This design comes from an exercise in tuning for small area on the open sky130 flow, not from production work. RTL that was checked went through simulation tests only; none was proved equivalent to the original. Power figures rest on the tool's default switching activity, not on a simulated workload.

==> v6: inputs <==
## gaussian_noise
module gaussian_noise (Y, select, clk, Y_hat, noise_debug, reset, state);
input [31:0] Y;
input [2:0] select;
input reset;
input clk;
output [31:0] Y_hat, noise_debug;
output [2:0] state;
reg [31:0] g0;   
reg [31:0] g1;   
reg [31:0] g2;   
reg [31:0] g3;   
reg [31:0] g4;   
reg [31:0] g5;   
reg [37:0] ch;   
reg [31:1] ca1, ca2, cb1, cb2;   
wire h00 = ch[6] ^ ch[4] ^ ch[3] ^ ch[2];
wire h01 = ch[5] ^ ch[2];
wire h02 = ch[6] ^ ch[5] ^ ch[3] ^ ch[2];
wire h03 = ch[5] ^ ch[3] ^ ch[2] ^ ch[1] ^ ch[0];
wire h04 = ch[6] ^ ch[4] ^ ch[1];
wire [2:0] n0 = {2'b0,h00} + {2'b0,h01} + {2'b0,h02} + {2'b0,h03} + {2'b0,h04};
wire h10 = ch[6] ^ ch[3] ^ ch[2];
wire h11 = ch[5] ^ ch[4] ^ ch[3];
wire h12 = ch[6] ^ ch[5] ^ ch[3] ^ ch[2];
wire h13 = ch[6] ^ ch[5] ^ ch[4] ^ ch[1];
wire h14 = ch[6] ^ ch[1];
wire [2:0] n1 = {2'b0,h10} + {2'b0,h11} + {2'b0,h12} + {2'b0,h13} + {2'b0,h14};
always @(posedge clk or posedge reset) begin
  if (reset) begin
    g0 <= 32'h0f0f0f0f;
    g1 <= 32'h0fefbf0f;
    g2 <= 32'h0aefba0f;
    g3 <= 32'h0aef6a04;
    g4 <= 32'h0a2f6204;
    g5 <= 32'h112c6204;
    ch <= 38'h6d;
  ...
==> flow/config.mk <==
export PLATFORM = sky130hd
export DESIGN_NAME = gaussian_noise
export DESIGN_NICKNAME = gaussian_noise
export VERILOG_FILES = /design/flow/design.v
export SDC_FILE = /design/flow/constraint.sdc
export NUM_CORES = 4
export LEC_CHECK = 0
export CAP_MARGIN = 20
export CORE_MARGIN = 2
export CORE_UTILIZATION = 40
export CTS_BUF_LIST = sky130_fd_sc_hd__clkbuf_16
export CTS_CLUSTER_DIAMETER = 100
export CTS_CLUSTER_SIZE = 24
export SLEW_MARGIN = 20
==> flow/constraint.sdc <==
create_clock -name core_clock -period 15.0 [get_ports {clk}]
set_input_delay 3.0000 -clock core_clock [delete_from_list [all_inputs] [get_ports {clk}]]
set_output_delay 3.0000 -clock core_clock [all_outputs]
set_load 0.01 [all_outputs]
standard.sh (not shown) runs the stock make flow with config.mk's settings and CLKGATE_MAP_FILE= SYNTH_SCRIPT=/design/flow/synth_recipe.tcl, a recipe that flattens the netlist after the stock synthesis.
==> flow/flow/run.sh <==
#!/bin/bash
# Standard ORFS layout with two changes:
#  - synthesis maps with flow/abc_map.script (ORFS's speed script without ABC's own
#    buffering and sizing; OpenROAD repairs and sizes later); everything else in the
#    synthesis, including register mapping and naming, is the standard script;
#  - the port buffers are the smallest buffer cell.
# ORFS keeps each tool's full log under orfs/logs/; make's own output is in flow_make.log.
set -euo pipefail
here=$(pwd)
{
  echo "proc abc {args} { set i [lsearch \$args -script]; if {\$i >= 0} { lset args [expr {\$i+1}] $here/flow/abc_map.script }; yosys abc {*}\$args }"
  cat synth_recipe.tcl
} > my_synth.tcl
bash standard.sh SYNTH_SCRIPT=$here/my_synth.tcl BUFFER_PORTS_ARGS="-buffer_cell sky130_fd_sc_hd__buf_1" finish > flow_make.log 2>&1
==> flow/flow/abc_map.script <==
&get -n
&st
&dch
&nf
&st
&syn2
&if -g -K 6
&synch2
&nf
&st
&syn2
&if -g -K 6
&synch2
&nf
&st
&syn2
&if -g -K 6
&synch2
&nf
&st
&syn2
&if -g -K 6
&synch2
&nf
&st
&syn2
&if -g -K 6
&synch2
&nf
&put
topo
==> v17 (differences from v6) <==
==> flow/flow/run.sh (replaced) <==
#!/bin/bash
# Standard ORFS layout, with the port buffers inserted as the smallest buffer cell.
# Each tool's full log is kept by ORFS under orfs/logs/; make's own output goes to flow_make.log.
set -euo pipefail
bash standard.sh BUFFER_PORTS_ARGS="-buffer_cell sky130_fd_sc_hd__buf_1" finish > flow_make.log 2>&1
removed: flow/flow/abc_map.script
==> v29 (differences from v6) <==
--- a/flow/design.v
+++ b/flow/design.v
@@ -2,20 +2,20 @@
 input [31:0] Y;
 input [2:0] select;
 input reset;
 input clk;
 output [31:0] Y_hat, noise_debug;
 output [2:0] state;
-reg [31:0] g0;   
-reg [31:0] g1;   
-reg [31:0] g2;   
-reg [31:0] g3;   
-reg [31:0] g4;   
-reg [31:0] g5;   
-reg [37:0] ch;   
-reg [31:1] ca1, ca2, cb1, cb2;   
+reg [31:0] g0;
+reg [31:0] g1;
+reg [31:0] g2;
+reg [31:0] g3;
+reg [31:0] g4;
+reg [31:0] g5;
+reg [31:0] ch;   
+reg [31:1] ca0, ca1, ca2, cb0, cb1, cb2;   
 wire h00 = ch[6] ^ ch[4] ^ ch[3] ^ ch[2];
 wire h01 = ch[5] ^ ch[2];
 wire h02 = ch[6] ^ ch[5] ^ ch[3] ^ ch[2];
 wire h03 = ch[5] ^ ch[3] ^ ch[2] ^ ch[1] ^ ch[0];
 wire h04 = ch[6] ^ ch[4] ^ ch[1];
 wire [2:0] n0 = {2'b0,h00} + {2'b0,h01} + {2'b0,h02} + {2'b0,h03} + {2'b0,h04};
@@ -30,43 +30,37 @@
     g0 <= 32'h0f0f0f0f;
     g1 <= 32'h0fefbf0f;
     g2 <= 32'h0aefba0f;
     g3 <= 32'h0aef6a04;
     g4 <= 32'h0a2f6204;
     g5 <= 32'h112c6204;
-    ch <= 38'h6d;
+    ch <= 32'h0000006d;
+    ca0 <= 31'h00000031;
     ca1 <= 31'h00000006;
     ca2 <= 31'h00000008;
+    cb0 <= 31'h00000007;
     cb1 <= 31'h00000013;
     cb2 <= 31'h00000008;
   end else begin
     g0 <= {g0[30:0], g0[31]^g0[21]^g0[1]^g0[0]};
     g1 <= {g1[30:0], g1[31]^g1[21]^g1[1]^g1[0]};
     g2 <= {g2[30:0], g2[31]^g2[21]^g2[1]^g2[0]};
     g3 <= {g3[30:0], g3[31]^g3[21]^g3[1]^g3[0]};
     g4 <= {g4[30:0], g4[31]^g4[21]^g4[1]^g4[0]};
     g5 <= {g5[30:0], g5[31]^g5[21]^g5[1]^g5[0]};
-    ch <= {ch[36:0], ch[31]^ch[21]^ch[1]^ch[0]};
+    ch <= {ch[30:0], ch[31]^ch[21]^ch[1]^ch[0]};
+    ca0 <= {ca0[30:1], n0[0]};
     ca1 <= {ca1[30:1], n0[1]};
     ca2 <= {ca2[30:1], n0[2]};
+    cb0 <= {cb0[30:1], n1[0]};
     cb1 <= {cb1[30:1], n1[1]};
     cb2 <= {cb2[30:1], n1[2]};
   end
 end
-wire [31:0] a1 = {ca1, n0[1]}, a2 = {ca2, n0[2]};
-wire [31:0] b1 = {cb1, n1[1]}, b2 = {cb2, n1[2]};
-wire [31:0] a0;
-genvar ia;
-generate for (ia = 0; ia < 32; ia = ia + 1) begin : para
-  assign a0[ia] = ch[ia+6] ^ ch[ia+5] ^ ch[ia+3] ^ ch[ia+0];
-end endgenerate
-wire [31:0] b0;
-genvar ib;
-generate for (ib = 0; ib < 32; ib = ib + 1) begin : parb
-  assign b0[ib] = ch[ib+5] ^ ch[ib+3];
-end endgenerate
+wire [31:0] a0 = {ca0, n0[0]}, a1 = {ca1, n0[1]}, a2 = {ca2, n0[2]};
+wire [31:0] b0 = {cb0, n1[0]}, b1 = {cb1, n1[1]}, b2 = {cb2, n1[2]};
 wire valid = ~(select[2] & select[1]);   
 wire setb = select[2] | (select[1] & select[0]);   
 wire [31:0] gs = select[2] ? (select[0] ? g5 : g4) : (select[1] ? (select[0] ? g3 : g2) : (select[0] ? g1 : g0));
 wire [31:0] c0 = setb ? b0 : a0, c1 = setb ? b1 : a1, c2 = setb ? b2 : a2;
 wire [31:0] v0 = c0;
 wire [31:0] v1 = c1 ^ (gs & ~c0);
==> flow/flow/run.sh (replaced) <==
#!/bin/bash
# Standard ORFS layout, with the port buffers inserted as the smallest buffer cell.
# Each tool's full log is kept by ORFS under orfs/logs/; make's own output goes to flow_make.log.
set -euo pipefail
bash standard.sh BUFFER_PORTS_ARGS="-buffer_cell sky130_fd_sc_hd__buf_1" finish > flow_make.log 2>&1
removed: flow/flow/abc_map.script
==> run notes <==
The highest register-to-register slack belongs to v17, the lowest to v6. Fmax, highest first: v17, v6, v29. Between v6 and v29, the lower first-iteration DRC count is in v6 (gap 14%, measured against v29). In v17 the non-clock buffer count is lower than in v6, by 7. Between v29 and v6, the lower critical path depth is in v6 (gap 2). In v6 the cell count is higher than in v29, by 1.4%. Synthesized area: v29 > v17 > v6. Clock power: v17 < v6 < v29.

* * *

==> inputs of trial 29 <==
Another version of the RTL of gaussian_noise (not shown whole).
## gaussian_noise
module gaussian_noise (Y, select, clk, Y_hat, noise_debug, reset, state);
input [31:0] Y;
input [2:0] select;
input reset;
input clk;
output [31:0] Y_hat, noise_debug;
output [2:0] state;
reg [31:0] g0;   
reg [31:0] g1;   
reg [31:0] g2;   
reg [31:0] g3;   
reg [31:0] g4;   
reg [31:0] g5;   
reg [37:0] ch;   
reg [31:1] ca1, ca2, cb1, cb2;   
wire h00 = ch[6] ^ ch[4] ^ ch[3] ^ ch[2];
wire h01 = ch[5] ^ ch[2];
wire h02 = ch[6] ^ ch[5] ^ ch[3] ^ ch[2];
wire h03 = ch[5] ^ ch[3] ^ ch[2] ^ ch[1] ^ ch[0];
wire h04 = ch[6] ^ ch[4] ^ ch[1];
wire [2:0] n0 = {2'b0,h00} + {2'b0,h01} + {2'b0,h02} + {2'b0,h03} + {2'b0,h04};
wire h10 = ch[6] ^ ch[3] ^ ch[2];
wire h11 = ch[5] ^ ch[4] ^ ch[3];
wire h12 = ch[6] ^ ch[5] ^ ch[3] ^ ch[2];
wire h13 = ch[6] ^ ch[5] ^ ch[4] ^ ch[1];
wire h14 = ch[6] ^ ch[1];
wire [2:0] n1 = {2'b0,h10} + {2'b0,h11} + {2'b0,h12} + {2'b0,h13} + {2'b0,h14};
always @(posedge clk or posedge reset) begin
  if (reset) begin
    g0 <= 32'h0f0f0f0f;
    g1 <= 32'h0fefbf0f;
    g2 <= 32'h0aefba0f;
    g3 <= 32'h0aef6a04;
    g4 <= 32'h0a2f6204;
    g5 <= 32'h112c6204;
    ch <= 38'h6d;
    ca1 <= 31'h00000006;
    ca2 <= 31'h00000008;
    cb1 <= 31'h00000013;
    cb2 <= 31'h00000008;
  end else begin
    g0 <= {g0[30:0], g0[31]^g0[21]^g0[1]^g0[0]};
    g1 <= {g1[30:0], g1[31]^g1[21]^g1[1]^g1[0]};
    g2 <= {g2[30:0], g2[31]^g2[21]^g2[1]^g2[0]};
    g3 <= {g3[30:0], g3[31]^g3[21]^g3[1]^g3[0]};
    g4 <= {g4[30:0], g4[31]^g4[21]^g4[1]^g4[0]};
    g5 <= {g5[30:0], g5[31]^g5[21]^g5[1]^g5[0]};
    ch <= {ch[36:0], ch[31]^ch[21]^ch[1]^ch[0]};
    ca1 <= {ca1[30:1], n0[1]};
    ca2 <= {ca2[30:1], n0[2]};
    cb1 <= {cb1[30:1], n1[1]};
    cb2 <= {cb2[30:1], n1[2]};
  end
end
wire [31:0] a1 = {ca1, n0[1]}, a2 = {ca2, n0[2]};
wire [31:0] b1 = {cb1, n1[1]}, b2 = {cb2, n1[2]};
wire [31:0] a0;
genvar ia;
generate for (ia = 0; ia < 32; ia = ia + 1) begin : para
  assign a0[ia] = ch[ia+6] ^ ch[ia+5] ^ ch[ia+3] ^ ch[ia+0];
end endgenerate
wire [31:0] b0;
genvar ib;
generate for (ib = 0; ib < 32; ib = ib + 1) begin : parb
  assign b0[ib] = ch[ib+5] ^ ch[ib+3];
end endgenerate
wire valid = ~(select[2] & select[1]);   
  ...
Settings: LEC_CHECK=0, CAP_MARGIN=20, CORE_MARGIN=2, CORE_UTILIZATION=40, CTS_BUF_LIST=sky130_fd_sc_hd__clkbuf_16, CTS_CLUSTER_DIAMETER=100, CTS_CLUSTER_SIZE=30, SLEW_MARGIN=20; clock period 15.0 ns.
==> flow/flow/run.sh <==
#!/bin/bash
# Standard ORFS layout, with the port buffers inserted as the smallest buffer cell.
# Each tool's full log is kept by ORFS under orfs/logs/; make's own output goes to flow_make.log.
set -euo pipefail
bash standard.sh BUFFER_PORTS_ARGS="-buffer_cell sky130_fd_sc_hd__buf_1" finish > flow_make.log 2>&1
==> trial 46 (differences from trial 29) <==
--- a/flow/design.v
+++ b/flow/design.v
@@ -62,16 +62,15 @@
 wire [31:0] b0;
 genvar ib;
 generate for (ib = 0; ib < 32; ib = ib + 1) begin : parb
   assign b0[ib] = ch[ib+5] ^ ch[ib+3];
 end endgenerate
 wire valid = ~(select[2] & select[1]);   
 wire setb = select[2] | (select[1] & select[0]);   
-wire [5:0] sel1h = {select == 3'd5, select == 3'd4, select == 3'd3, select == 3'd2, select == 3'd1, select == 3'd0};
-wire [31:0] gs = ({32{sel1h[0]}} & g0) | ({32{sel1h[1]}} & g1) | ({32{sel1h[2]}} & g2) | ({32{sel1h[3]}} & g3) | ({32{sel1h[4]}} & g4) | ({32{sel1h[5]}} & g5);
+wire [31:0] gs = select[2] ? (select[0] ? g5 : g4) : (select[1] ? (select[0] ? g3 : g2) : (select[0] ? g1 : g0));
 wire [31:0] c0 = setb ? b0 : a0, c1 = setb ? b1 : a1, c2 = setb ? b2 : a2;
 wire [31:0] v0 = c0;
 wire [31:0] v1 = c1 ^ (gs & ~c0);
 wire [31:0] v2 = c2 ^ (gs & ~(c1 & c0));
 wire [31:0] ra = v0, rb = {v1[30:0], 1'b0}, rc = {v2[29:0], 2'b0};
 wire [31:0] cs = ra ^ rb ^ rc;
 wire [31:0] cc = (ra & rb) | (ra & rc) | (rb & rc);
--- a/flow/config.mk
+++ b/flow/config.mk
@@ -6,9 +6,9 @@
 export NUM_CORES = 4
 export LEC_CHECK = 0
 export CAP_MARGIN = 20
 export CORE_MARGIN = 2
 export CORE_UTILIZATION = 40
 export CTS_BUF_LIST = sky130_fd_sc_hd__clkbuf_16
 export CTS_CLUSTER_DIAMETER = 100
-export CTS_CLUSTER_SIZE = 30
+export CTS_CLUSTER_SIZE = 24
 export SLEW_MARGIN = 20
==> trial 10 (differences from trial 29) <==
--- a/flow/config.mk
+++ b/flow/config.mk
@@ -6,9 +6,9 @@
 export NUM_CORES = 4
 export LEC_CHECK = 0
 export CAP_MARGIN = 20
 export CORE_MARGIN = 2
 export CORE_UTILIZATION = 40
 export CTS_BUF_LIST = sky130_fd_sc_hd__clkbuf_16
 export CTS_CLUSTER_DIAMETER = 100
-export CTS_CLUSTER_SIZE = 30
+export CTS_CLUSTER_SIZE = 26
 export SLEW_MARGIN = 20
==> results by group <==
GRT
  – GRT met3 Usage: 2.28%
  – Global Route met1 Usage: a little under a quarter
  – First-pass GRT wire length: 61.8 mm

STA
  – Post-layout min period: about 14 ns
  – Post-Route Skew: 0.0165 ns
  – Worst slew pin tran: between 0.9 and 1 ns

Worst setup path
  – CP Max Fanout: 19
  – Crit-path most repeated cell: o21ai_0

Final layout
  – Count of plain and timing-repair buffers: approximately 130
  – Fraction of area in registers: 47.5%
  – Most frequent cells in the layout: dfrtp_1 (246), xnor2_1 (170), dfstp_2 (102), buf_1 (100), inv_1 (93)

Synth
  – Share of synthesized area spent on multiplexers: under 10%

Drt
  – Vias: roughly 11k
  – Met2 Routed Length: 19.1 mm
  – DRT iter0 DRCs: about 650

Outcome
  – Status: complete, no violations

Hold path
  – Worst hold start: g0[16]

Power
  – Clk network pwr share: a little under a third

Die
  – Die extent in y: 210 µm
The numbers above come from trial 10.

==> results by group <==
Outcome
  – Status: complete, no violations

Die
  – Die extent in y: ~210 µm

Synth
  – Share of synthesized area spent on multiplexers: 5.11%

STA
  – Final Cycle Share: roughly 95%
  – Post-Route Skew: 0.0219 ns

Worst setup path
  – Crit-path most repeated cell: o21ai_0
  – CP Max Fanout: 19

Final layout
  – Fraction of area in registers: between 40% and 50%
  – Count of plain and timing-repair buffers: roughly 130
  – Most frequent cells in the layout: dfrtp_1 (246), xnor2_1 (170), dfstp_2 (102), buf_1 (100), inv_1 (92)
  – Data buffer area share: 3.39%

Hold path
  – Worst hold start: g0[24]

GRT
  – Global Route met1 Usage: 23.4%
  – GRT met3 Usage: approximately 2.1%
  – First-pass GRT wire length: slightly above 60 mm

Drt
  – Met2 Routed Length: 19.2 mm
  – DRT iter0 DRCs: between 600 and 700

Power
  – Clk network pwr share: between 30 and 40%
The numbers above come from trial 29.

==> results by group <==
Outcome
  – Status: complete, no violations

GRT
  – Initial antenna violation count: 0
  – GRT met3 Usage: around 1.4%
  – First-pass GRT wire length: approximately 57 mm
  – Global Route met1 Usage: ~24%

Final layout
  – Most frequent cells in the layout: dfrtp_1 (246), xnor2_1 (170), nand2_1 (119), mux2i_1 (113), dfstp_2 (102)
  – Count of plain and timing-repair buffers: 121
  – Fraction of area in registers: a little under half

Drt
  – DRT iter0 DRCs: 640
  – Met2 Routed Length: between 15 and 20 mm

Die
  – Die extent in y: 212 µm

Power
  – Clk network pwr share: roughly 33%

Synth
  – Share of synthesized area spent on multiplexers: 11.2%
  – Number of flops mapped to enable cells by yosys: 0

Worst setup path
  – R2R Setup Slk: ~12 ns
  – Crit-path most repeated cell: a21oi_1

Hold path
  – Worst hold start: g0[24]

STA
  – Worst slew pin tran: about 0.96 ns
  – Post-layout min period: ~14 ns
The numbers above come from trial 46.

For trial 29 and trial 10, only the layout was checked, not whether the RTL still works.

afterwards: timing with drivers on the ports:
The results above use ideal ports. As a check the final layouts listed here were re-extracted and re-timed, cells and wires unchanged. Step 1 (the two cells are an assumption about what drives the block):
set clk [get_ports {clk}]
set_driving_cell -lib_cell sky130_fd_sc_hd__clkbuf_16 $clk
set_driving_cell -lib_cell sky130_fd_sc_hd__buf_2 [delete_from_list [all_inputs] $clk]
Step 2 adds t to the input delays and takes it off the output delays; t is the mean of the earliest and latest rising clock arrival at the registers after step 1. Input paths then give back, and output paths get back, about the clock's delay inside the block. Three values: ideal ports, drivers, drivers and shift; two values: the first two.
run | t, ns | slack for setup (ns) | hold slack, ns | worst register clock-pin slew, ns | worst data-port slew with drivers (ns)
v6 | 0.576 | 0.822 / 0.801 / 0.801 | 0.347 / 0.347 / 0.347 | 0.10 / 0.10 | 0.06
v17 | 0.561 | 1.239 / 1.218 / 1.218 | 0.363 / 0.363 / 0.363 | 0.10 / 0.10 | 0.05
v29 | 0.587 | 0.770 / 0.751 / 0.751 | 0.350 / 0.350 / 0.350 | 0.09 / 0.09 | 0.04
trial 29 | 0.549 | 0.791 / 0.769 / 0.769 | 0.371 / 0.371 / 0.371 | 0.12 / 0.12 | 0.04
trial 46 | 0.551 | 0.681 / 0.661 / 0.661 | 0.342 / 0.342 / 0.342 | 0.10 / 0.10 | 0.04
trial 10 | 0.550 | 0.788 / 0.766 / 0.766 | 0.359 / 0.359 / 0.359 | 0.11 / 0.11 | 0.04
After both steps every run listed still meets setup and hold.
